Context: an optimization exercise on an open-source flow, tuned for small area. The choices shown serve that exercise and are no tape-out recipe. Function was checked by simulation only, so behaviour that the tests miss may differ from the original. No activity file was given, so power comes from the tool's default toggle rates.

==> flow/design.v <==
module outCPLD (
    input              pclk_50M,
    input        [1:8] outP,
    input       [1:28] out,
    output logic [1:8] eoutP,
    output logic [1:28] eout
);
  localparam logic [22:0] DONE  = 23'h14dd03;
  localparam logic [22:0] DMASK = 23'h3ffff9;
  logic [22:0] cnt1;
  logic [22:0] cnt2;
  logic [22:0] cnt3;
  logic [22:0] cnt4;
  logic [22:0] cnt5;
  logic [22:0] cnt6;
  logic [22:0] cnt7;
  logic [22:0] cnt8;
  always_ff @(posedge pclk_50M) begin
    cnt1 <= outP[1] ? {~cnt1[21:0], ~(cnt1[20] ^ cnt1[22])} : '1;
    cnt2 <= outP[2] ? {~cnt2[21:0], ~(cnt2[20] ^ cnt2[22])} : '1;
    cnt3 <= outP[3] ? {~cnt3[21:0], ~(cnt3[20] ^ cnt3[22])} : '1;
    cnt4 <= outP[4] ? {~cnt4[21:0], ~(cnt4[20] ^ cnt4[22])} : '1;
    cnt5 <= outP[5] ? {~cnt5[21:0], ~(cnt5[20] ^ cnt5[22])} : '1;
    cnt6 <= outP[6] ? {~cnt6[21:0], ~(cnt6[20] ^ cnt6[22])} : '1;
    cnt7 <= outP[7] ? {~cnt7[21:0], ~(cnt7[20] ^ cnt7[22])} : '1;
    cnt8 <= outP[8] ? {~cnt8[21:0], ~(cnt8[20] ^ cnt8[22])} : '1;
    eoutP[1] <= outP[1] & (eoutP[1] | ((cnt1 & DMASK) == (DONE & DMASK)));
    eoutP[2] <= outP[2] & (eoutP[2] | ((cnt2 & DMASK) == (DONE & DMASK)));
    eoutP[3] <= outP[3] & (eoutP[3] | ((cnt3 & DMASK) == (DONE & DMASK)));
    eoutP[4] <= outP[4] & (eoutP[4] | ((cnt4 & DMASK) == (DONE & DMASK)));
    eoutP[5] <= outP[5] & (eoutP[5] | ((cnt5 & DMASK) == (DONE & DMASK)));
    eoutP[6] <= outP[6] & (eoutP[6] | ((cnt6 & DMASK) == (DONE & DMASK)));
    eoutP[7] <= outP[7] & (eoutP[7] | ((cnt7 & DMASK) == (DONE & DMASK)));
    eoutP[8] <= outP[8] & (eoutP[8] | ((cnt8 & DMASK) == (DONE & DMASK)));
  end
  wire m_1_2 = ~outP[1];
  wire m_1_3 = m_1_2 & ~(outP[2] & out[1]);
  wire m_1_4 = m_1_3 & ~(outP[3] & out[2]);
  wire m_1_5 = m_1_4 & ~(outP[4] & out[4]);
  wire m_1_6 = m_1_5 & ~(outP[5] & out[7]);
  wire m_1_7 = m_1_6 & ~(outP[6] & out[11]);
  wire m_1_8 = m_1_7 & ~(outP[7] & out[16]);
  wire m_2_1 = ~outP[2];
  wire m_2_3 = m_2_1 & ~(outP[1] & out[1]);
  wire m_2_4 = m_2_3 & ~(outP[3] & out[3]);
  wire m_2_5 = m_2_4 & ~(outP[4] & out[5]);
  wire m_2_6 = m_2_5 & ~(outP[5] & out[8]);
  wire m_2_7 = m_2_6 & ~(outP[6] & out[12]);
  wire m_2_8 = m_2_7 & ~(outP[7] & out[17]);
  wire m_3_1 = ~outP[3];
  wire m_3_2 = m_3_1 & ~(outP[1] & out[2]);
  wire m_3_4 = m_3_2 & ~(outP[2] & out[3]);
  wire m_3_5 = m_3_4 & ~(outP[4] & out[6]);
  wire m_3_6 = m_3_5 & ~(outP[5] & out[9]);
  wire m_3_7 = m_3_6 & ~(outP[6] & out[13]);
  wire m_3_8 = m_3_7 & ~(outP[7] & out[18]);
  wire m_4_1 = ~outP[4];
  wire m_4_2 = m_4_1 & ~(outP[1] & out[4]);
  wire m_4_3 = m_4_2 & ~(outP[2] & out[5]);
  wire m_4_5 = m_4_3 & ~(outP[3] & out[6]);
  wire m_4_6 = m_4_5 & ~(outP[5] & out[10]);
  wire m_4_7 = m_4_6 & ~(outP[6] & out[14]);
  wire m_4_8 = m_4_7 & ~(outP[7] & out[19]);
  wire m_5_1 = ~outP[5];
  wire m_5_2 = m_5_1 & ~(outP[1] & out[7]);
  wire m_5_3 = m_5_2 & ~(outP[2] & out[8]);
  wire m_5_4 = m_5_3 & ~(outP[3] & out[9]);
  wire m_5_6 = m_5_4 & ~(outP[4] & out[10]);
  wire m_5_7 = m_5_6 & ~(outP[6] & out[15]);
  wire m_5_8 = m_5_7 & ~(outP[7] & out[20]);
  wire m_6_1 = ~outP[6];
  wire m_6_2 = m_6_1 & ~(outP[1] & out[11]);
  wire m_6_3 = m_6_2 & ~(outP[2] & out[12]);
  wire m_6_4 = m_6_3 & ~(outP[3] & out[13]);
  wire m_6_5 = m_6_4 & ~(outP[4] & out[14]);
  wire m_6_7 = m_6_5 & ~(outP[5] & out[15]);
  wire m_6_8 = m_6_7 & ~(outP[7] & out[21]);
  wire m_7_1 = ~outP[7];
  wire m_7_2 = m_7_1 & ~(outP[1] & out[16]);
  wire m_7_3 = m_7_2 & ~(outP[2] & out[17]);
  wire m_7_4 = m_7_3 & ~(outP[3] & out[18]);
  wire m_7_5 = m_7_4 & ~(outP[4] & out[19]);
  wire m_7_6 = m_7_5 & ~(outP[5] & out[20]);
  wire m_7_8 = m_7_6 & ~(outP[6] & out[21]);
  wire m_8_1 = ~outP[8];
  wire m_8_2 = m_8_1 & ~(outP[1] & out[22]);
  wire m_8_3 = m_8_2 & ~(outP[2] & out[23]);
  wire m_8_4 = m_8_3 & ~(outP[3] & out[24]);
  wire m_8_5 = m_8_4 & ~(outP[4] & out[25]);
  wire m_8_6 = m_8_5 & ~(outP[5] & out[26]);
  wire m_8_7 = m_8_6 & ~(outP[6] & out[27]);
  always_ff @(posedge pclk_50M) begin
    eout[1] <= (outP[2] & out[1] & m_1_2) | (outP[1] & out[1] & m_2_1);
    eout[2] <= (outP[3] & out[2] & m_1_3) | (outP[1] & out[2] & m_3_1);
    eout[3] <= (outP[3] & out[3] & m_2_3) | (outP[2] & out[3] & m_3_2);
    eout[4] <= (outP[4] & out[4] & m_1_4) | (outP[1] & out[4] & m_4_1);
    eout[5] <= (outP[4] & out[5] & m_2_4) | (outP[2] & out[5] & m_4_2);
    eout[6] <= (outP[4] & out[6] & m_3_4) | (outP[3] & out[6] & m_4_3);
    eout[7] <= (outP[5] & out[7] & m_1_5) | (outP[1] & out[7] & m_5_1);
    eout[8] <= (outP[5] & out[8] & m_2_5) | (outP[2] & out[8] & m_5_2);
    eout[9] <= (outP[5] & out[9] & m_3_5) | (outP[3] & out[9] & m_5_3);
    eout[10] <= (outP[5] & out[10] & m_4_5) | (outP[4] & out[10] & m_5_4);
    eout[11] <= (outP[6] & out[11] & m_1_6) | (outP[1] & out[11] & m_6_1);
    eout[12] <= (outP[6] & out[12] & m_2_6) | (outP[2] & out[12] & m_6_2);
    eout[13] <= (outP[6] & out[13] & m_3_6) | (outP[3] & out[13] & m_6_3);
    eout[14] <= (outP[6] & out[14] & m_4_6) | (outP[4] & out[14] & m_6_4);
    eout[15] <= (outP[6] & out[15] & m_5_6) | (outP[5] & out[15] & m_6_5);
    eout[16] <= (outP[7] & out[16] & m_1_7) | (outP[1] & out[16] & m_7_1);
    eout[17] <= (outP[7] & out[17] & m_2_7) | (outP[2] & out[17] & m_7_2);
    eout[18] <= (outP[7] & out[18] & m_3_7) | (outP[3] & out[18] & m_7_3);
    eout[19] <= (outP[7] & out[19] & m_4_7) | (outP[4] & out[19] & m_7_4);
    eout[20] <= (outP[7] & out[20] & m_5_7) | (outP[5] & out[20] & m_7_5);
    eout[21] <= (outP[7] & out[21] & m_6_7) | (outP[6] & out[21] & m_7_6);
    eout[22] <= (outP[8] & out[22] & m_1_8) | (outP[1] & out[22] & m_8_1);
    eout[23] <= (outP[8] & out[23] & m_2_8) | (outP[2] & out[23] & m_8_2);
    eout[24] <= (outP[8] & out[24] & m_3_8) | (outP[3] & out[24] & m_8_3);
    eout[25] <= (outP[8] & out[25] & m_4_8) | (outP[4] & out[25] & m_8_4);
    eout[26] <= (outP[8] & out[26] & m_5_8) | (outP[5] & out[26] & m_8_5);
    eout[27] <= (outP[8] & out[27] & m_6_8) | (outP[6] & out[27] & m_8_6);
    eout[28] <= (outP[8] & out[28] & m_7_8) | (outP[7] & out[28] & m_8_7);
  end
endmodule
==> flow/flow/run.sh <==
#!/bin/bash
# Own layout flow: the standard ORFS flow (standard.sh) with three changes.
#  1. After the standard synthesis, the combinational gates between the
#     flip-flops are re-mapped by ABC with an area-oriented script
#     (flow/resyn.ys.in); the flip-flops keep their cells, instance names and
#     nets. Logs: resyn.log, orfs/results/.../resyn_stat.txt.
#  2. Port buffers inserted at global placement are sky130_fd_sc_hd__buf_1.
#  3. Clock tree synthesis uses no dummy loads.
set -euo pipefail
here=$(pwd)
res=$here/orfs/results/$FLOW_PLATFORM/outCPLD/base
lib=$FLOW_HOME/platforms/$FLOW_PLATFORM/lib/sky130_fd_sc_hd__tt_025C_1v80.lib

export BUFFER_PORTS_ARGS="-buffer_cell sky130_fd_sc_hd__buf_1"
export CTS_ARGS="-sink_clustering_enable -repair_clock_nets -sink_clustering_size 20 -sink_clustering_max_diameter 60 -buf_list {sky130_fd_sc_hd__clkbuf_2 sky130_fd_sc_hd__clkbuf_4 sky130_fd_sc_hd__clkbuf_8} -dont_use_dummy_load"

bash standard.sh synth > standard_synth.log 2>&1

# the dont-use list the standard synthesis gave ABC
dontuse=$(grep -o -- '-dont_use [^ ]*' $here/orfs/logs/$FLOW_PLATFORM/outCPLD/base/1_2_yosys.log | sort -u | tr '\n' ' ')
cp $res/1_2_yosys.v $res/1_2_yosys_standard.v
sed -e "s|@LIB@|$lib|g" -e "s|@IN@|$res/1_2_yosys_standard.v|g" -e "s|@OUT@|$res/1_2_yosys.v|g" \
    -e "s|@OUTDIR@|$res|g" -e "s|@TOP@|$FLOW_TOP|g" -e "s|@DONTUSE@|$dontuse|g" \
    -e "s|@ABC@|+\&get,-n;\&st;\&dch,-f;\&nf,-R,1000;\&put|g" \
    flow/resyn.ys.in > resyn.ys
yosys -s resyn.ys > resyn.log 2>&1
rm -f $res/1_synth.odb $res/1_synth.sdc

bash standard.sh finish > standard_finish.log 2>&1
==> flow/flow/resyn.ys.in <==
# Re-map the combinational logic of the standard synthesis netlist for area.
# The flip-flops are kept as they are (same cells, instance names and nets);
# only the gates between them are re-mapped by ABC with another script.
read_liberty -ignore_miss_func @LIB@
read_verilog @IN@
hierarchy -top @TOP@
setattr -mod -set keep_hierarchy 1 sky130_fd_sc_hd__dfxtp_1
flatten
delete t:$scopeinfo
rename -hide w:*.*
opt_clean
abc -liberty @LIB@ @DONTUSE@ -script "@ABC@"
splitnets
opt_clean -purge
hilomap -singleton -hicell sky130_fd_sc_hd__conb_1 HI -locell sky130_fd_sc_hd__conb_1 LO
insbuf -buf sky130_fd_sc_hd__buf_1 A X
tee -o @OUTDIR@/resyn_stat.txt stat -liberty @LIB@
select @TOP@
write_verilog -noattr -noexpr -nohex -nodec -selected @OUT@
design -reset
read_liberty -lib -ignore_miss_func @LIB@
read_verilog @OUT@
hierarchy -top @TOP@
tee -o @OUTDIR@/resyn_check.txt check -assert -mapped
==> flow/standard.sh <==
#!/bin/bash
# synth_recipe.tcl (not shown) runs the flow's synth.tcl, then flattens the netlist and writes it again
# the make line also repeats each setting of config.mk as NAME=value (left out here)
make -C /OpenROAD-flow-scripts/flow DESIGN_CONFIG=/design/flow/config.mk WORK_HOME=/design/flow/orfs CLKGATE_MAP_FILE= SYNTH_SCRIPT=/design/flow/synth_recipe.tcl "${@:-finish}"
==> flow/config.mk <==
export PLATFORM = sky130hd
export DESIGN_NAME = outCPLD
export DESIGN_NICKNAME = outCPLD
export VERILOG_FILES = /design/flow/design.v
export SDC_FILE = /design/flow/constraint.sdc
export NUM_CORES = 4
export LEC_CHECK = 0
export CAP_MARGIN = 20
export CORE_MARGIN = 2
export CORE_UTILIZATION = 60
export CTS_BUF_LIST = sky130_fd_sc_hd__clkbuf_2 sky130_fd_sc_hd__clkbuf_4 sky130_fd_sc_hd__clkbuf_8
export CTS_CLUSTER_DIAMETER = 60
export CTS_CLUSTER_SIZE = 20
export SLEW_MARGIN = 20
==> flow/constraint.sdc <==
create_clock -name core_clock -period 5.0 [get_ports {pclk_50M}]
set_input_delay 1.0000 -clock core_clock [delete_from_list [all_inputs] [get_ports {pclk_50M}]]
set_output_delay 1.0000 -clock core_clock [all_outputs]
set_load 0.01 [all_outputs]
==> results of run 1 <==
[worst max path at each step]
stage,from,end,slack [ns],cells past startpoint
after CTS,eout[12]$_DFF_P_,eout[12],2.96,1
after floorplan,out[17],eout[21]$_DFF_P_,3.08,5
final,eout[12]$_DFF_P_,eout[12],2.99,1
after global routing,eout[12]$_DFF_P_,eout[12],2.91,1
after global placement,outP[2],eout[28]$_DFF_P_,2.67,7
after detailed placement,outP[2],eout[21]$_DFF_P_,2.63,7
[layout make-up]
| cell class | instances | area, um^2 |
|---|---|---|
| Timing Repair Buffer | 80 | 330 |
| Clock buffer | 15 | 206 |
| Multi-Input combinational cell | 396 | 1850 |
| Tap cell | 136 | 170 |
| Sequential cell | 220 | 4400 |
| Fill cell | 819 | 3270 |
[per-layer routing]
layer	up-vias	track usage, %	wire length, um	share of wire [%]
met2	97	34.0	5270	46
li1	2254	-	-	-
met4	0	5.36	191	1.7
met3	17	4.90	667	5.8
met5	-	0	0	0
met1	2036	29.7	5430	47
[state kept, by name, summed over array words and instances (netlist names)]
| signal | count |
|---|---|
| eout | 28 |
| cnt2 | 23 |
| eoutP | 8 |
| cnt8 | 23 |
| cnt3 | 23 |
| cnt6 | 23 |
| cnt7 | 23 |
| cnt1 | 23 |
| cnt5 | 23 |
| cnt4 | 23 |
[power breakdown]
part / internal, mW / switching [mW] / leakage (nW)
Clock: 0.272 / 0.477 / 0.108
Combinational: 0.0625 / 0.107 / 0.981
Sequential: 1.87 / 0.0604 / 1.84
Total: 2.21 / 0.645 / 2.93
[metrics by stage]
step	setup WS, ns	utilization [%]	hold WS, ns
after floorplan	3.08	-	0.350
after global placement	2.67	66.0	0.353
after detailed placement	2.63	66.0	0.359
after CTS	2.96	68.0	0.313
after global routing	2.91	68.0	0.313
final	2.99	68.0	0.307
==> results_dict.tcl, run 1 <==
set metrics [dict create \
    peakVddDrop_mv 0.342 \
    synthCells 616 \
    drc 0 \
    arrival_ns 1.01 \
    final_cells 847 \
    required_ns 4.00 \
    hold_end "cnt3[10]$_SDFF_PN1_" \
    r2r-end "eoutP[1]$_DFF_P_" \
    tns_ns 0 \
    start_util_pct 61.1 \
    timing.reg2reg.worst_path_depth 3 \
    cap_violations 0 \
    die_area_um2 11300 \
    slew_violations 0 \
    finalHoldViolCount 0 \
    crit_type "flop to primary output" \
    final_cell_mix "nand2_1 (245), dfxtp_1 (220), buf_1 (72)" \
    drt_iter0_markers 339 \
    fin_crit_sh_pct 40.3 \
    hold_class "flop to flop" \
    dp.cells 832 \
    power_per_cell_area_nw_per_um2 410 \
    cts_sinks 220 \
    dieHeight_um 106 \
    cts_buffers 15 \
    power_mw 2.85 \
    reg2reg_setup_slack_ns 3.67 \
    avgSynthCellArea_um2 10.1 \
    overflow 0 \
    diodes 0 \
    fmax_mhz 496 \
    firstDrtPassIters 5 \
    critPathSlowestCell "dfxtp_1" \
    cp-start-kind "flop" \
    cp-end-kind "primary output" \
    cts_tree "yes" \
    routed_wl_um 11600 \
    syn_area_um2 6250 \
    drive_gt1_share_pct 3.23 \
    hold_buffers 0 \
    setup_viol 0 \
    outcome "finished clean" \
    htree_levels 1 \
    route.antenna.remaining_nets 0 \
    syn_to_final_growth_pct 11.3 \
    final_common_cell "nand2_1" \
    worstPathCellList "buf_1" \
    fp.dieW_um 106 \
    grt_pass1_wl_um 19500 \
    path_clk_slew_ns 0.11 \
    timing.final.crit_period_ns 2.01 \
    final_area_um2 6960 \
    min-delay-start "cnt3[9]$_SDFF_PN1_" \
    wl_per_cell_um 13.6 \
    vias_per_cell 5.20 \
    grt.total_usage_pct 21.3 \
    critPathBufInv 1 \
    dp_hpwl_um 8130 \
    grt_pass1_vias 4154 \
    vias 4404 \
    cts_resized 0 \
    boundaryPins 73 \
    timing_worst_slew_pin_value_ns 0.449 \
    yosysWarnings 1 \
    core.rowCount 37 \
    slowest_delay_ns 0.36 \
    syn-num-nets 653 \
    dpl_cell_area_um2 6750 \
    num-nets-final 750 \
    rsz0062_at_grt "no" \
    grt_start_max_net_pins 44 \
    clk_path_buf_depth 3 \
    slew_headroom_pct 70.0 \
    clock_latency_ns 0.47 \
    core_area_um2 10200 \
    cts_root_buf "clkbuf_8" \
    gp_congestion 0.809 \
    grt_antenna_before_repair 0 \
    min_path_cells 1 \
    critPathMaxFanout 1 \
    cts_setup_buffers 0 \
    clock_skew_ns 0.0657 \
    reg2reg_from "cnt1[5]$_SDFF_PN1_" \
    leakage_nw 2.93 \
    io_buffer_count 72 \
    critPathTopFamily "flip-flops" \
]
==> run 2, diff against run 1 <==
==> flow/config.mk (replaced) <==
export PLATFORM = sky130hd
export DESIGN_NAME = outCPLD
export DESIGN_NICKNAME = outCPLD
export VERILOG_FILES = /design/flow/design.v
export SDC_FILE = /design/flow/constraint.sdc
export NUM_CORES = 4
export LEC_CHECK = 0
export CAP_MARGIN = 20
export CORE_MARGIN = 2
export CORE_UTILIZATION = 60
export GPL_TIMING_DRIVEN = 0
export SLEW_MARGIN = 20
==> results_dict.tcl, run 2 <==
set metrics [dict create \
    grt_antenna_before_repair 0 \
    finalHoldViolCount 0 \
    cap_violations 0 \
    wl_per_cell_um 13.7 \
    diodes 0 \
    drt_iter0_markers 205 \
    cts_root_buf "clkbuf_8" \
    clock_skew_ns 0.0189 \
    fp.dieW_um 106 \
    setup_viol 0 \
    htree_levels 1 \
    grt.total_usage_pct 20.5 \
    peakVddDrop_mv 0.284 \
    grt_pass1_wl_um 18800 \
    num-nets-final 741 \
    avgSynthCellArea_um2 10.1 \
    crit_type "input pin to flop" \
    arrival_ns 2.55 \
    io_buffer_count 72 \
    cts_tree "yes" \
    cts_resized 0 \
    outcome "finished clean" \
    leakage_nw 2.91 \
    clk_path_buf_depth 3 \
    slew_headroom_pct 53.1 \
    grt_pass1_vias 4060 \
    hold_slack_ns 0.370 \
    core.rowCount 37 \
    firstDrtPassIters 4 \
    top_register "eout" \
    syn_to_final_growth_pct 10.3 \
    routed_wl_um 11500 \
    power_per_cell_area_nw_per_um2 411 \
    slew_violations 0 \
    final_common_cell "nand2_1" \
    final_cell_mix "nand2_1 (245), dfxtp_1 (220), buf_1 (64)" \
    vias 4379 \
    fmax_mhz 466 \
    hold_class "flop to flop" \
    cp-end-kind "flop" \
    clock_latency_ns 0.47 \
    yosysWarnings 1 \
    syn_area_um2 6250 \
    final_area_um2 6890 \
    cts_setup_buffers 0 \
    drc 0 \
    grt_start_max_net_pins 44 \
    gp_congestion 0.756 \
    overflow 0 \
    path_clk_slew_ns 0.11 \
    syn-num-nets 653 \
    core_area_um2 10200 \
    largest_reg_flops 28 \
    boundaryPins 73 \
    synthCells 616 \
    dp_hpwl_um 7940 \
    vias_per_cell 5.23 \
    tns_ns 0 \
    start_util_pct 61.1 \
    fin_crit_sh_pct 42.9 \
    rsz0062_at_grt "no" \
    required_ns 5.41 \
    hold_buffers 0 \
    drive_gt1_share_pct 3.13 \
    die_area_um2 11300 \
    fill_cells 893 \
    timing.final.crit_period_ns 2.14 \
    dpl_cell_area_um2 6700 \
    reg2reg_setup_slack_ns 3.54 \
    route.antenna.remaining_nets 0 \
    cts_buffers 14 \
    cts_sinks 220 \
    critPathMaxFanout 43 \
    cp-start-kind "input pin" \
    dieHeight_um 106 \
    timing_worst_slew_pin_value_ns 0.704 \
]
-- run 2: path summary, 6_finish.rpt --
kind / endpoint / startpoint / depth (start not counted)
max reg2reg: eoutP[1]$_DFF_P_ / cnt1[5]$_SDFF_PN1_ / 3
min reg2reg: cnt2[2]$_SDFF_PN1_ / cnt2[1]$_SDFF_PN1_ / 1
max: eout[27]$_DFF_P_ / outP[2] / 5
min: cnt2[2]$_SDFF_PN1_ / cnt2[1]$_SDFF_PN1_ / 1
-- run 2: cell type report --
cell class	count	area (um^2)	share of cell area, %
tap	136	170	2.47
clock buffer	14	193	2.79
sequential	220	4400	63.9
timing repair buffer	72	280	4.07
multi-input combinational	396	1850	26.8
-- run 2: worst max-delay path, stage by stage --
cell and delay, ns:
buf_2 0.33, a221o_1 0.45, a21oi_1 0.33, nand3_1 0.23
o22ai_1 0.21
-- run 2: routing by layer --
layer	share of wire (%)	global-route usage (%)
met3	5.1	3.86
met1	48	28.7
met2	46	33.6
met5	0	0
met4	1.2	4.32
-- run 2: through the flow --
step	std cells	utilization [%]	total power [mW]	setup slack (ns)
detailed placement	824	65.5	2.14	2.33
global route	838	67.4	2.96	2.78
CTS	838	67.4	2.86	2.86
finish	838	67.4	2.83	2.86
floorplan	616	-	2.05	3.08
global placement	824	65.4	2.14	1.75
-- run 2: power by group --
part           switching, mW  internal, mW
Clock                  0.474         0.256
Sequential            0.0593          1.87
Combinational          0.108        0.0602
==> run 3, diff against run 2 <==
--- a/flow/config.mk
+++ b/flow/config.mk
@@ -7,6 +7,7 @@
 export LEC_CHECK = 0
 export CAP_MARGIN = 20
 export CORE_MARGIN = 2
-export CORE_UTILIZATION = 60
+export CORE_UTILIZATION = 70
+export GPL_ROUTABILITY_DRIVEN = 0
 export GPL_TIMING_DRIVEN = 0
 export SLEW_MARGIN = 20
==> results_dict.tcl, run 3 <==
set metrics [dict create \
    outcome "finished clean" \
    leakage_nw 2.91 \
    dieHeight_um 98.5 \
    p_int_mw 2.19 \
    slew_violations 0 \
    drc 0 \
    required_ns 5.39 \
    final_cell_mix "nand2_1 (245), dfxtp_1 (220), buf_1 (64)" \
    critPathSlowestCell "a221o_1" \
    syn-num-nets 653 \
    grt_antenna_before_repair 0 \
    arrival_ns 2.52 \
    combPwrFrac_pct 5.9 \
    slowest_delay_ns 0.44 \
    slew_headroom_pct 54.7 \
    fmax_mhz 468 \
    avgSynthCellArea_um2 10.1 \
    grt_pass1_vias 4206 \
    regArea_um2 4400 \
    setup_viol 0 \
    grt_start_max_net_pins 44 \
    cts_sinks 220 \
    dpl_cell_area_um2 6670 \
    rsz0062_at_grt "no" \
    worstPathCellList "buf_2 -> a221o_1 -> a21oi_1 -> nand3_1 -> o22ai_1" \
    fp.dieW_um 98.5 \
    hold_buffers 0 \
    timing.final.crit_period_ns 2.13 \
    cp-start-kind "input pin" \
    final_common_cell "nand2_1" \
    synthCells 616 \
    tns_ns 0 \
    critPathTopFamily "compound AO/OA/AOI/OAI gates" \
    crit_type "input pin to flop" \
    largest_reg_flops 28 \
    route.antenna.remaining_nets 0 \
    power_mw 2.83 \
    final_area_um2 6860 \
    hold_class "flop to flop" \
    boundaryPins 73 \
    htree_levels 1 \
    critPathBufInv 1 \
    cts_setup_buffers 0 \
    num-nets-final 741 \
    core_area_um2 8680 \
    grt_pass1_wl_um 19300 \
    diodes 0 \
    critPathMaxFanout 43 \
    peakVddDrop_mv 0.294 \
    finalHoldViolCount 0 \
    cts_root_buf "clkbuf_8" \
    yosysWarnings 1 \
    io_buffer_count 72 \
    vias 4453 \
    syn_area_um2 6250 \
    clock_latency_ns 0.48 \
    grt.total_usage_pct 24.2 \
    cts_resized 0 \
    power_per_cell_area_nw_per_um2 413 \
    vias_per_cell 5.50 \
    reg2reg_setup_slack_ns 3.65 \
    wl_per_cell_um 14.4 \
    clk_path_buf_depth 3 \
    cts_tree "yes" \
    core.rowCount 34 \
    drive_gt1_share_pct 3.13 \
    drt_iter0_markers 266 \
    dp_hpwl_um 8080 \
    firstDrtPassIters 5 \
    clock_skew_ns 0.0258 \
    seqPwrFrac_pct 68.4 \
    start_util_pct 72.0 \
    fill_cells 585 \
    top_register "eout" \
    multi_input_area_um2 1850 \
    path_clk_slew_ns 0.11 \
    timing_worst_slew_pin_value_ns 0.680 \
    syn_to_final_growth_pct 9.73 \
    cts_buffers 14 \
    switching_share_pct 22.7 \
    routed_wl_um 11700 \
    p_clk_share_pct 25.7 \
    p_switching_mw 0.643 \
    overflow 0 \
    cp-end-kind "flop" \
    die_area_um2 9700 \
    cap_violations 0 \
    fin_crit_sh_pct 42.7 \
]
==> run 3: worst reg2reg max path, cell delays in order, from the launching register on <==
cell,delay (ns)
dfxtp_1,0.33
or4_1,0.53
nor4_1,0.33
a21o_1,0.12
==> run 3: worst paths after layout <==
| path | from | end | depth (start not counted) |
|---|---|---|---|
| max | outP[2] | eout[27]$_DFF_P_ | 5 |
| min | cnt3[2]$_SDFF_PN1_ | cnt3[3]$_SDFF_PN1_ | 1 |
| max reg2reg | cnt1[5]$_SDFF_PN1_ | eoutP[1]$_DFF_P_ | 3 |
| min reg2reg | cnt3[2]$_SDFF_PN1_ | cnt3[3]$_SDFF_PN1_ | 1 |
==> run 3: per-layer routing <==
metal	global-route usage [%]	share of wire [%]	vias up
met5	0	0	-
met4	5.37	1.8	0
met3	4.33	5.8	19
met2	41.1	47	113
met1	32.7	45	2079
li1	-	-	2242
==> run 3: cell type report <==
cell class	instances	share of cell area, %
Clock buffer	14	2.81
Tap cell	108	1.97
Sequential cell	220	64.2
Multi-Input combinational cell	396	26.9
Timing Repair Buffer	72	4.09
==> run 3: per-stage QoR <==
stage	util (%)	cells	hold WS (ns)	setup WS [ns]
finish	79.0	810	0.377	2.87
global route	79.0	810	0.397	2.76
CTS	79.0	810	0.379	2.91
detailed placement	76.8	796	0.355	2.43
global placement	76.7	796	0.354	1.86
floorplan	-	616	0.350	3.08
==> run 3: power by group through the flow <==
stage / combinational, mW / sequential (mW) / clock, mW
after detailed placement: 0.168 / 1.97 / 0
after global placement: 0.162 / 1.97 / 0
after floorplan: 0.0842 / 1.96 / 0
final: 0.168 / 1.94 / 0.728
after CTS: 0.169 / 1.94 / 0.744
after global routing: 0.193 / 1.95 / 0.801
==> run 4, diff against run 3 <==
--- a/flow/flow/run.sh
+++ b/flow/flow/run.sh
@@ -21,7 +21,7 @@
 cp $res/1_2_yosys.v $res/1_2_yosys_standard.v
 sed -e "s|@LIB@|$lib|g" -e "s|@IN@|$res/1_2_yosys_standard.v|g" -e "s|@OUT@|$res/1_2_yosys.v|g" \
     -e "s|@OUTDIR@|$res|g" -e "s|@TOP@|$FLOW_TOP|g" -e "s|@DONTUSE@|$dontuse|g" \
-    -e "s|@ABC@|+\&get,-n;\&st;\&dch,-f;\&nf,-R,1000;\&put|g" \
+    -e "s|@ABC@|+\&get,-n;\&st;\&dch;\&nf;\&put|g" \
     flow/resyn.ys.in > resyn.ys
 yosys -s resyn.ys > resyn.log 2>&1
 rm -f $res/1_synth.odb $res/1_synth.sdc
==> flow/flow/resyn.tcl (new file) <==
# Re-map the combinational logic of the standard synthesis netlist for area.
# Flip-flops are kept as they are (same cells, instance names and nets); only
# the gates between them are re-mapped by ABC with an area-oriented script.
yosys -import
set lib $::env(LIB_FILE)
read_liberty -ignore_miss_func $lib
read_verilog $::env(IN_NETLIST)
hierarchy -top $::env(FLOW_TOP)
foreach ff {dfxtp_1 dfxtp_2 dfxtp_4} {
  catch { setattr -mod -set keep_hierarchy 1 sky130_fd_sc_hd__$ff }
}
flatten
delete {t:$scopeinfo}
opt_clean
set du {}
foreach c $::env(DONT_USE) { lappend du -dont_use $c }
abc -liberty $lib {*}$du -script $::env(ABC_SCRIPT)
splitnets
opt_clean -purge
hilomap -singleton -hicell sky130_fd_sc_hd__conb_1 HI -locell sky130_fd_sc_hd__conb_1 LO
insbuf -buf sky130_fd_sc_hd__buf_1 A X
tee -o $::env(OUT_DIR)/resyn_stat.txt stat -top $::env(FLOW_TOP) -liberty $lib
yosys select -module $::env(FLOW_TOP)
yosys write_verilog -noattr -noexpr -nohex -nodec -selected $::env(OUT_NETLIST)
design -reset
read_liberty -lib -ignore_miss_func $lib
read_verilog $::env(OUT_NETLIST)
hierarchy -top $::env(FLOW_TOP)
tee -o $::env(OUT_DIR)/resyn_check.txt check -assert -mapped
--- a/flow/config.mk
+++ b/flow/config.mk
@@ -7,7 +7,8 @@
 export LEC_CHECK = 0
 export CAP_MARGIN = 20
 export CORE_MARGIN = 2
-export CORE_UTILIZATION = 70
-export GPL_ROUTABILITY_DRIVEN = 0
-export GPL_TIMING_DRIVEN = 0
+export CORE_UTILIZATION = 60
+export CTS_BUF_LIST = sky130_fd_sc_hd__clkbuf_2 sky130_fd_sc_hd__clkbuf_4 sky130_fd_sc_hd__clkbuf_8
+export CTS_CLUSTER_DIAMETER = 60
+export CTS_CLUSTER_SIZE = 20
 export SLEW_MARGIN = 20
==> results_dict.tcl, run 4 <==
set metrics [dict create \
    cts_tree "yes" \
    die_area_um2 11300 \
    wl_per_cell_um 14.0 \
    critPathMaxFanout 45 \
    clock_latency_ns 0.47 \
    tns_ns 0 \
    final_cell_mix "nand2_1 (235), dfxtp_1 (220), buf_1 (71)" \
    dp_hpwl_um 8110 \
    slew_violations 0 \
    top_register "eout" \
    num-nets-final 739 \
    drc 0 \
    arrival_ns 2.60 \
    rsz0062_at_grt "no" \
    vias 4404 \
    dieHeight_um 106 \
    clk_path_buf_depth 3 \
    core.rowCount 37 \
    vias_per_cell 5.27 \
    grt_pass1_vias 4183 \
    cts_sinks 220 \
    syn-num-nets 644 \
    timing.final.crit_period_ns 2.19 \
    firstDrtPassIters 6 \
    hold_buffers 0 \
    cts_root_buf "clkbuf_8" \
    avgSynthCellArea_um2 10.3 \
    hold_class "flop to flop" \
    cp-end-kind "flop" \
    drive_gt1_share_pct 3.14 \
    start_util_pct 61.3 \
    gp_congestion 0.811 \
    io_buffer_count 72 \
    min_path_cells 1 \
    fp.dieW_um 106 \
    outcome "finished clean" \
    yosysWarnings 1 \
    finalHoldViolCount 0 \
    cp-start-kind "input pin" \
    crit_type "input pin to flop" \
    largest_reg_flops 28 \
    syn_area_um2 6270 \
    boundaryPins 73 \
    cts_setup_buffers 0 \
    multi_input_area_um2 1870 \
    synthCells 607 \
    cts_resized 0 \
    required_ns 5.40 \
    timing_worst_slew_pin_value_ns 0.801 \
    peakVddDrop_mv 0.270 \
    slew_headroom_pct 46.6 \
    hold_slack_ns 0.381 \
    cap_violations 0 \
    timing.reg2reg.worst_path_depth 3 \
    grt_antenna_before_repair 0 \
    setup_viol 0 \
    cts_buffers 14 \
    core_area_um2 10200 \
    regArea_um2 4400 \
    diodes 0 \
    final_common_cell "nand2_1" \
    routed_wl_um 11700 \
    fmax_mhz 456 \
    leakage_nw 2.90 \
    overflow 0 \
    power_per_cell_area_nw_per_um2 408 \
    grt.total_usage_pct 21.2 \
    grt_start_max_net_pins 46 \
    fin_crit_sh_pct 43.8 \
    fill_cells 835 \
    path_clk_slew_ns 0.11 \
    route.antenna.remaining_nets 0 \
    grt_pass1_wl_um 19500 \
    drt_iter0_markers 265 \
    htree_levels 1 \
    syn_to_final_growth_pct 10.9 \
    clock_skew_ns 0.00494 \
]
## run 4: worst paths after layout
| path | from | slack (ns) | end |
|---|---|---|---|
| max reg2reg | cnt5[16]$_SDFF_PN1_ | 3.81 | eoutP[5]$_DFF_P_ |
| min reg2reg | cnt8[1]$_SDFF_PN1_ | 0.38 | cnt8[2]$_SDFF_PN1_ |
| min | cnt8[1]$_SDFF_PN1_ | 0.38 | cnt8[2]$_SDFF_PN1_ |
| max | outP[1] | 2.81 | eout[27]$_DFF_P_ |
## run 4: per-stage QoR
stage | util, % | setup slack (ns) | instances | area (um^2) | total power [mW]
floorplan | - | 3.18 | 607 | 6270 | 2.05
finish | 68.0 | 2.81 | 836 | 6960 | 2.84
CTS | 68.0 | 2.83 | 836 | 6960 | 2.86
global route | 68.0 | 2.67 | 836 | 6960 | 2.96
detailed placement | 66.2 | 2.34 | 822 | 6770 | 2.14
global placement | 66.2 | 2.41 | 822 | 6770 | 2.14
## run 4: final cells by class
cell class	instances	area share, %
sequential	220	63.3
multi-input combinational	386	26.8
timing repair buffer	79	4.65
clock buffer	14	2.77
tap	136	2.44
inverter	1	0.0539
## run 4: where the power goes
| group | switching (mW) | leakage, nW | internal (mW) |
|---|---|---|---|
| combinational | 0.108 | 0.954 | 0.0646 |
| sequential | 0.0592 | 1.84 | 1.87 |
| clock | 0.476 | 0.101 | 0.256 |
## run 4: per-layer routing
layer	share of wire (%)	wire, um	global-route usage [%]	up-vias
li1	-	-	-	2253
met1	47	5480	30.0	2018
met2	44	5180	32.6	110
met3	6.7	779	4.84	23
met4	2.3	265	6.39	0
met5	0	0	0	-
## run 4: worst max-delay path, cell delays in order
cell	delay (ns)
clkbuf_2	0.45
a221oi_1	0.70
nand4_1	0.23
o22ai_1	0.21
==> run 5, diff against run 4 <==
==> flow/flow/run.sh (replaced) <==
#!/bin/bash
# Own layout flow: the standard ORFS flow with
#  - port buffers inserted by global placement made sky130_fd_sc_hd__buf_1,
#  - clock tree synthesis without dummy loads.
set -euo pipefail
export BUFFER_PORTS_ARGS="-buffer_cell sky130_fd_sc_hd__buf_1"
export CTS_ARGS="-sink_clustering_enable -repair_clock_nets -sink_clustering_size 20 -sink_clustering_max_diameter 60 -buf_list {sky130_fd_sc_hd__clkbuf_2 sky130_fd_sc_hd__clkbuf_4 sky130_fd_sc_hd__clkbuf_8} -dont_use_dummy_load"
bash standard.sh finish > standard_finish.log 2>&1
removed: flow/flow/resyn.tcl
removed: flow/flow/resyn.ys.in
==> results_dict.tcl, run 5 <==
set metrics [dict create \
    grt_start_max_net_pins 46 \
    routed_wl_um 12300 \
    p_clk_share_pct 26.5 \
    overflow 0 \
    peakVddDrop_mv 0.303 \
    htree_levels 1 \
    clk_path_buf_depth 3 \
    cts_resized 0 \
    fin_crit_sh_pct 41.9 \
    diodes 0 \
    cts_tree "yes" \
    setup_viol 0 \
    hold_buffers 0 \
    firstDrtPassIters 4 \
    ys_seq_area_share_pct 67.2 \
    fmax_mhz 478 \
    power_per_cell_area_nw_per_um2 406 \
    avgSynthCellArea_um2 10.2 \
    largest_reg_flops 28 \
    yosysTopAreaCell "dfxtp_1" \
    finalHoldViolCount 0 \
    synthCells 641 \
    route.antenna.remaining_nets 0 \
    synthTopCellsByArea "dfxtp_1 (67%), nand2_1 (14%), nand4_1 (1.9%), nand3_1 (1.5%), nor4_1 (1.4%)" \
    tns_ns 0 \
    yosysMostFrequentCell "nand2_1" \
    grt.total_usage_pct 21.1 \
    gp_congestion 0.817 \
    ys_async_sr_fraction_pct 0 \
    syn_to_final_growth_pct 8.17 \
    cts_root_buf "clkbuf_8" \
    hold_class "flop to flop" \
    cp-end-kind "flop" \
    slew_violations 0 \
    vias 4484 \
    grt_pass1_wl_um 19800 \
    top_register "eout" \
    die_area_um2 11800 \
    timing_worst_slew_pin_value_ns 0.965 \
    ys_ff_latch 220 \
    p_switching_mw 0.665 \
    cap_violations 0 \
    dieHeight_um 109 \
    cts_setup_buffers 0 \
    combPwrFrac_pct 6.4 \
    leakage_nw 2.96 \
    crit_type "input pin to flop" \
    final_area_um2 7090 \
    syn_area_um2 6550 \
    ys_types 42 \
    io_buffer_count 72 \
    drt_iter0_markers 337 \
    cts_sinks 220 \
    rsz0062_at_grt "no" \
    wl_per_cell_um 14.6 \
    boundaryPins 73 \
    synth_edf_count 0 \
    p_int_mw 2.21 \
    core.rowCount 38 \
    timing.reg2reg.worst_path_depth 3 \
    outcome "finished clean" \
    clock_skew_ns 0.0480 \
    vias_per_cell 5.33 \
    drc 0 \
    grt_pass1_vias 4183 \
    syn-num-nets 678 \
    switching_share_pct 23.1 \
    path_clk_slew_ns 0.11 \
    synth_flop_cell "dfxtp_1" \
    yosysWarnings 1 \
    grt_antenna_before_repair 0 \
    fill_cells 912 \
    synth_common_cells "nand2_1 (237), dfxtp_1 (220), nand3_1 (20), nand4_1 (20), buf_2 (17)" \
    start_util_pct 61.0 \
    min_path_cells 1 \
    num-nets-final 740 \
    slew_headroom_pct 35.7 \
    required_ns 5.41 \
    core_area_um2 10700 \
    fp.dieW_um 109 \
    seqPwrFrac_pct 67.2 \
    critPathMaxFanout 45 \
    dp_hpwl_um 8810 \
    synth_top_area_share_pct 67.2 \
    cts_buffers 15 \
    timing.final.crit_period_ns 2.09 \
    cp-start-kind "input pin" \
    final_cell_mix "nand2_1 (237), dfxtp_1 (220), buf_1 (70)" \
    arrival_ns 2.50 \
    final_common_cell "nand2_1" \
    dpl_cell_area_um2 6880 \
    clock_latency_ns 0.48 \
    drive_gt1_share_pct 4.71 \
]
## run 5: cell count changes in the layout (fill, tap and decap cells not counted), moves of 5 or more
| cell | previous run | this run |
|---|---|---|
| or4_1 | 0 | 6 |
| o21ai_0 | 12 | 5 |
| a221oi_2 | 0 | 5 |
| nor3_1 | 1 | 6 |
| a21oi_1 | 9 | 2 |
| a221oi_1 | 8 | 1 |
| nand3_1 | 29 | 20 |
| a32o_1 | 0 | 6 |
| nor4bb_1 | 7 | 0 |
| o31ai_1 | 6 | 1 |
| inv_1 | 0 | 7 |
## run 5: area by class of cell
class,instances,area (um^2),share of cell area [%]
inverter,7,26.3,0.371
multi-input combinational,381,1960,27.6
clock buffer,15,206,2.91
sequential,220,4400,62.1
timing repair buffer,78,318,4.48
tap,140,175,2.47
## run 5: path summary, 6_finish.rpt
| check | from | endpoint | slack [ns] |
|---|---|---|---|
| setup / recovery | outP[1] | eout[20]$_DFF_P_ | 2.91 |
| hold / removal | cnt6[17]$_SDFF_PN1_ | cnt6[18]$_SDFF_PN1_ | 0.33 |
| setup reg to reg | cnt4[16]$_SDFF_PN1_ | eoutP[4]$_DFF_P_ | 3.64 |
| hold reg to reg | cnt6[17]$_SDFF_PN1_ | cnt6[18]$_SDFF_PN1_ | 0.33 |
## run 5: power by group through the flow
stage | Clock, mW | Combinational, mW | Sequential (mW)
finish | 0.761 | 0.183 | 1.93
detailed placement | 0 | 0.184 | 1.97
CTS | 0.780 | 0.185 | 1.93
global placement | 0 | 0.178 | 1.97
global route | 0.847 | 0.210 | 1.95
floorplan | 0 | 0.124 | 1.96
## run 5: through the flow
stage | instances | total power [mW] | util (%) | hold slack [ns] | setup slack (ns)
4_1_cts | 841 | 2.90 | 66.0 | 0.331 | 2.94
3_5_place_dp | 826 | 2.16 | 64.1 | 0.350 | 2.41
3_3_place_gp | 826 | 2.15 | 64.1 | 0.345 | 2.47
5_1_grt | 841 | 3.00 | 66.0 | 0.336 | 2.72
2_1_floorplan | 641 | 2.08 | - | 0.343 | 3.12
6_report | 841 | 2.88 | 66.0 | 0.328 | 2.91
## run 5: worst max-delay path: stages
cell	delay, ns
clkbuf_2	0.52
a221oi_2	0.57
nand4_1	0.20
o22ai_1	0.19
## run 5: per-layer routing
metal,GRT usage [%],routed length (um),vias up
met5,0,0,-
met4,5.31,123,0
met3,4.46,903,14
met2,33.5,5600,116
met1,29.6,5690,2102
li1,-,-,2252
## run 5: cells by family after synthesis
group           synth area share, %
simple gates                   21.8
flops                          67.2
compound gates                 6.41
xor+xnor                       1.34
buf+inv                        2.90
mux                           0.325
==> run 6, diff against run 5 <==
==> flow/flow/run.sh (replaced) <==
#!/bin/bash
# Own layout flow: the standard ORFS flow (standard.sh) with these changes.
#  1. Synthesis: the standard synthesis runs first (standard_synth.log). Then
#     the RTL is synthesized again for area (flow/ownsynth.ys.in, ownsynth.log),
#     and flow/rename_ff.py gives its flip-flops the standard synthesis's
#     instance names (matched by register, i.e. Q net), checking that the
#     flip-flop sets match. If any of that fails, the standard netlist's
#     combinational gates are re-mapped instead (flow/resyn.ys.in, resyn.log).
#     The result replaces 1_2_yosys.v; the standard one is kept beside it.
#  2. Port buffers inserted at global placement are sky130_fd_sc_hd__buf_1.
#  3. Clock tree synthesis uses no dummy loads.
set -euo pipefail
here=$(pwd)
res=$here/orfs/results/$FLOW_PLATFORM/outCPLD/base
lib=$FLOW_HOME/platforms/$FLOW_PLATFORM/lib/sky130_fd_sc_hd__tt_025C_1v80.lib
abc='+\&get,-n;\&st;\&dch,-f;\&nf,-R,1000;\&put'

export BUFFER_PORTS_ARGS="-buffer_cell sky130_fd_sc_hd__buf_1"
export CTS_ARGS="-sink_clustering_enable -repair_clock_nets -sink_clustering_size 20 -sink_clustering_max_diameter 60 -buf_list {sky130_fd_sc_hd__clkbuf_2 sky130_fd_sc_hd__clkbuf_4 sky130_fd_sc_hd__clkbuf_8} -dont_use_dummy_load"

bash standard.sh synth > standard_synth.log 2>&1

# the dont-use list the standard synthesis gave ABC
dontuse=$(grep -o -- '-dont_use [^ ]*' $here/orfs/logs/$FLOW_PLATFORM/outCPLD/base/1_2_yosys.log | sort -u | tr '\n' ' ')
cp $res/1_2_yosys.v $res/1_2_yosys_standard.v

subst() {
  sed -e "s|@LIB@|$lib|g" -e "s|@DESIGN@|$FLOW_DESIGN|g" -e "s|@TOP@|$FLOW_TOP|g" \
      -e "s|@DONTUSE@|$dontuse|g" -e "s|@ABC@|$abc|g" -e "s|@OUTDIR@|$res|g" \
      -e "s|@IN@|$res/1_2_yosys_standard.v|g" -e "s|@OUT@|$2|g" "$1"
}

ok=0
subst flow/ownsynth.ys.in $res/1_2_yosys_own.v > ownsynth.ys
if yosys -s ownsynth.ys > ownsynth.log 2>&1 &&
   python3 flow/rename_ff.py $res/1_2_yosys_standard.v $res/1_2_yosys_own.v $res/1_2_yosys_own_renamed.v > rename_ff.log 2>&1; then
  cp $res/1_2_yosys_own_renamed.v $res/1_2_yosys.v
  ok=1
fi
if [[ $ok != 1 ]]; then
  subst flow/resyn.ys.in $res/1_2_yosys.v > resyn.ys
  yosys -s resyn.ys > resyn.log 2>&1
fi
rm -f $res/1_synth.odb $res/1_synth.sdc

bash standard.sh finish > standard_finish.log 2>&1
==> flow/flow/ownsynth.ys.in (new file) <==
read_verilog -sv @DESIGN@
hierarchy -check -top @TOP@
synth -flatten -top @TOP@ -nofsm -noshare
rename -hide w:*$func$*
dfflibmap -liberty @LIB@ @DONTUSE@
opt
setundef -zero
abc -liberty @LIB@ @DONTUSE@ -script "@ABC@"
splitnets
opt_clean -purge
hilomap -singleton -hicell sky130_fd_sc_hd__conb_1 HI -locell sky130_fd_sc_hd__conb_1 LO
insbuf -buf sky130_fd_sc_hd__buf_1 A X
tee -o @OUTDIR@/ownsynth_stat.txt stat -liberty @LIB@
write_verilog -noattr -noexpr -nohex -nodec @OUT@
design -reset
read_liberty -lib -ignore_miss_func @LIB@
read_verilog @OUT@
hierarchy -top @TOP@
tee -o @OUTDIR@/ownsynth_check.txt check -assert -mapped
==> flow/flow/rename_ff.py (new file) <==
#!/usr/bin/env python3
"""rename_ff.py STANDARD.v OWN.v OUT.v

Gives each flip-flop in OWN.v the instance name that the flip-flop driving the
same Q net has in STANDARD.v. Fails (exit 1) unless both netlists have the
same number of flip-flops, on the same Q nets, with the same cell types."""
import re
import sys

FF = re.compile(r"(sky130_fd_sc_hd__(?:dfxtp|dfxbp|dfrtp|dfstp|edfxtp|sdfxtp)_\d+)\s+(\\\S+\s|[A-Za-z_]\w*)\s*\((.*?)\);", re.S)
Q = re.compile(r"\.Q\(\s*(\\\S+\s|[^\s()]+)\s*\)")


def flops(text):
    out = {}
    for m in FF.finditer(text):
        q = Q.search(m.group(3))
        if not q:
            sys.exit(f"no Q pin on {m.group(2)}")
        net = q.group(1).strip().lstrip("\\")
        if net in out:
            sys.exit(f"two flip-flops drive {net}")
        out[net] = (m.group(1), m.group(2).strip(), m)
    return out


std_text = open(sys.argv[1]).read()
own_text = open(sys.argv[2]).read()
std = flops(std_text)
own = flops(own_text)
if set(std) != set(own):
    sys.exit(f"flip-flop Q nets differ: {sorted(set(std) ^ set(own))[:10]}")
for net, (cell, _, _) in own.items():
    if std[net][0] != cell:
        sys.exit(f"cell type differs on {net}: {cell} vs {std[net][0]}")
names = [v[1] for v in std.values()]
if len(set(names)) != len(names):
    sys.exit("duplicate flip-flop names in the standard netlist")

pieces = []
pos = 0
for m in sorted((v[2] for v in own.values()), key=lambda m: m.start()):
    net = Q.search(m.group(3)).group(1).strip().lstrip("\\")
    name = std[net][1]
    if name.startswith("\\"):
        name += " "
    pieces.append(own_text[pos:m.start(2)])
    pieces.append(name)
    pos = m.end(2)
pieces.append(own_text[pos:])
new = "".join(pieces)
# every instance name must be unique
inst = re.findall(r"^\s*sky130_fd_sc_hd__\w+\s+(\\\S+|[A-Za-z_]\w*)\s*\(", new, re.M)
if len(set(inst)) != len(inst):
    sys.exit("instance names are not unique after renaming")
open(sys.argv[3], "w").write(new)
print(f"renamed {len(own)} flip-flops")
==> flow/flow/resyn.ys.in (new file) <==
# Re-map the combinational logic of the standard synthesis netlist for area.
# The flip-flops are kept as they are (same cells, instance names and nets);
# only the gates between them are re-mapped by ABC with another script.
read_liberty -ignore_miss_func @LIB@
read_verilog @IN@
hierarchy -top @TOP@
setattr -mod -set keep_hierarchy 1 sky130_fd_sc_hd__dfxtp_1
flatten
delete t:$scopeinfo
rename -hide w:*.*
opt_clean
abc -liberty @LIB@ @DONTUSE@ -script "@ABC@"
splitnets
opt_clean -purge
hilomap -singleton -hicell sky130_fd_sc_hd__conb_1 HI -locell sky130_fd_sc_hd__conb_1 LO
insbuf -buf sky130_fd_sc_hd__buf_1 A X
tee -o @OUTDIR@/resyn_stat.txt stat -liberty @LIB@
select @TOP@
write_verilog -noattr -noexpr -nohex -nodec -selected @OUT@
design -reset
read_liberty -lib -ignore_miss_func @LIB@
read_verilog @OUT@
hierarchy -top @TOP@
tee -o @OUTDIR@/resyn_check.txt check -assert -mapped
==> flow/config.mk (replaced) <==
export PLATFORM = sky130hd
export DESIGN_NAME = outCPLD
export DESIGN_NICKNAME = outCPLD
export VERILOG_FILES = /design/flow/design.v
export SDC_FILE = /design/flow/constraint.sdc
export NUM_CORES = 4
export LEC_CHECK = 0
export CAP_MARGIN = 20
export CORE_MARGIN = 2
export CORE_UTILIZATION = 60
export GPL_TIMING_DRIVEN = 0
export SLEW_MARGIN = 20
==> results_dict.tcl, run 6 <==
set metrics [dict create \
    min-delay-start "cnt3[17]$_SDFF_PN1_" \
    clk_path_buf_depth 3 \
    hold_end "cnt3[18]$_SDFF_PN1_" \
    dr.max_layer_used "met4" \
    fmax_mhz 426 \
    start_util_pct 60.8 \
    slew_violations 0 \
    firstDrtPassIters 4 \
    critPathMaxFanout 38 \
    grt_pass1_vias 4142 \
    crit_type "input pin to flop" \
    hold_class "flop to flop" \
    dp_hpwl_um 7740 \
    timing_worst_slew_pin_value_ns 0.642 \
    hold_buffers 0 \
    cap_violations 0 \
    p_switching_mw 0.642 \
    reg2reg_from "cnt6[19]$_SDFF_PN1_" \
    final_common_cell "nand2_1" \
    final_cells 832 \
    die_area_um2 11200 \
    final_area_um2 6850 \
    p_clk_share_pct 26.4 \
    cts_root_buf "clkbuf_8" \
    leakage_nw 2.89 \
    drive_gt1_share_pct 3.30 \
    switching_share_pct 22.6 \
    synthCells 609 \
    reg2reg_setup_slack_ns 3.69 \
    diodes 0 \
    grt_start_max_net_pins 40 \
    overflow 0 \
    startpoint "outP[2]" \
    cts_setup_buffers 0 \
    final_cell_mix "nand2_1 (242), dfxtp_1 (220), buf_1 (64)" \
    grt_pass1_wl_um 18700 \
    io_buffer_count 72 \
    vias_per_cell 5.24 \
    routed_wl_um 11100 \
    dieHeight_um 106 \
    yosysWarnings 1 \
    seqPwrFrac_pct 67.9 \
    fin_ws_ns 2.65 \
    route.antenna.remaining_nets 0 \
    largest_reg_flops 28 \
    syn-num-nets 646 \
    timing.reg2reg.worst_path_depth 4 \
    required_ns 5.39 \
    setup_viol 0 \
    pre_cts_slack_ns 2.21 \
    combPwrFrac_pct 5.7 \
    cts_tree "yes" \
    rsz0062_at_grt "no" \
    vias 4362 \
    drc 0 \
    fin_util_pct 67.3 \
    dp.cells 817 \
    core_area_um2 10200 \
    tns_ns 0 \
    cts_resized 0 \
    arrival_ns 2.73 \
    cts_buffers 15 \
    power_per_cell_area_nw_per_um2 415 \
    finalHoldViolCount 0 \
    slew_headroom_pct 57.2 \
    min_path_cells 1 \
    cp-start-kind "input pin" \
    core.rowCount 37 \
    grt.total_usage_pct 20.5 \
    wl_per_cell_um 13.3 \
    fp.dieW_um 106 \
    grt_antenna_before_repair 0 \
    drt_iter0_markers 209 \
    fill_cells 862 \
    htree_levels 1 \
    num-nets-final 735 \
    clock_latency_ns 0.48 \
    timing.final.crit_period_ns 2.35 \
    wl_met2_um 5120 \
    r2r-end "eoutP[6]$_DFF_P_" \
    syn_to_final_growth_pct 10.6 \
    clock_skew_ns 0.0562 \
    wl_met1_um 5160 \
    syn_area_um2 6200 \
    cp-end-kind "flop" \
    gp_congestion 0.766 \
    avgSynthCellArea_um2 10.2 \
    outcome "finished clean" \
    dpl_cell_area_um2 6650 \
    path_clk_slew_ns 0.10 \
    top_register "eout" \
    cts_sinks 220 \
    boundaryPins 73 \
    peakVddDrop_mv 0.310 \
    fin_crit_sh_pct 46.9 \
    p_int_mw 2.21 \
    met3_wirelength_um 652 \
]
[run 6: cell count changes in the layout (fill, tap and decap cells not counted), sizes merged, moves of 3 or more]
cell,previous run,this run
a21oi,2,21
nand2b,0,3
nand2,237,242
inv,7,0
or4,6,0
nand4b,8,1
buf,76,72
nor2b,3,0
a32o,6,0
o21a,1,8
a22oi,3,0
nand3,20,34
a221oi,8,0
nor4b,2,7
[run 6: power groups by stage]
stage	clock network [mW]	registers, mW	logic [mW]
after CTS	0.777	1.93	0.166
after global routing	0.840	1.95	0.190
final	0.751	1.93	0.163
after global placement	0	1.97	0.160
after floorplan	0	1.96	0.0821
after detailed placement	0	1.97	0.165
[run 6: critical path, cell delays in order]
cell and delay (ns):
buf_2 0.31, a21oi_1 0.32, a21boi_0 0.36, nand2_1 0.09, a21oi_1 0.35, nand4_1 0.14
a21oi_1 0.17
[run 6: cell type report]
class                      count  area (um^2)  area share (%)
timing repair buffer          72          280            4.09
tap                          136          170            2.48
sequential                   220         4400            64.3
clock buffer                  15          206            3.01
multi-input combinational    389         1790            26.2
[run 6: worst max path at each step]
stage                       end  slack [ns]
2_1_floorplan  eout[22]$_DFF_P_        2.97
3_3_place_gp   eout[22]$_DFF_P_        1.74
3_5_place_dp   eout[11]$_DFF_P_        2.21
4_1_cts        eout[11]$_DFF_P_        2.72
5_1_grt        eout[22]$_DFF_P_        2.53
6_report       eout[22]$_DFF_P_        2.65
[run 6: through the flow]
step	hold WS [ns]	total power, mW
2_1_floorplan	0.343	2.05
3_3_place_gp	0.344	2.13
3_5_place_dp	0.348	2.14
4_1_cts	0.318	2.88
5_1_grt	0.338	2.98
6_report	0.322	2.85
[run 6: routing by layer]
layer,vias to the layer above,GRT usage [%]
met5,-,0
met4,0,5.73
met3,18,4.21
met2,88,33.7
met1,2040,27.8
li1,2216,-

-- what the ideal ports hide --
How much do the figures lean on ideal ports? The routed layouts below were timed once more, with nothing changed but the port constraints.
Step 1 sets driving cells, clkbuf_16 on the clock port and buf_2 on the other inputs (assumed; they add their load-dependent delay and slew).
Step 2, shift: input delay + t, output delay - t, t = (earliest + latest rising clock arrival at the registers) / 2. This alone moves slack from input paths to output paths.
Slacks: ideal ports / drivers / drivers and shift; pairs: ideal ports / drivers.
run	t (ns)	setup WS [ns]	hold slack, ns	clock arrival spread, ns	slew at the worst register clock pin (ns)
run 1	0.479	2.986 / 2.951 / 2.622	0.307 / 0.307 / 0.307	0.081 / 0.081	0.11 / 0.11
run 2	0.498	2.856 / 2.871 / 2.372	0.370 / 0.370 / 0.370	0.023 / 0.023	0.11 / 0.11
run 3	0.498	2.865 / 2.878 / 2.380	0.377 / 0.377 / 0.377	0.030 / 0.030	0.12 / 0.12
run 4	0.500	2.808 / 2.822 / 2.322	0.381 / 0.381 / 0.381	0.007 / 0.006	0.11 / 0.11
run 5	0.491	2.906 / 2.915 / 2.431	0.328 / 0.328 / 0.328	0.056 / 0.056	0.12 / 0.12
run 6	0.488	2.655 / 2.676 / 2.188	0.322 / 0.322 / 0.322	0.056 / 0.056	0.11 / 0.11
After both steps setup and hold are still met in every run listed. For run 4, which loses most, drivers alone change the setup slack by +0.014 ns; drivers and shift together by -0.486 ns.
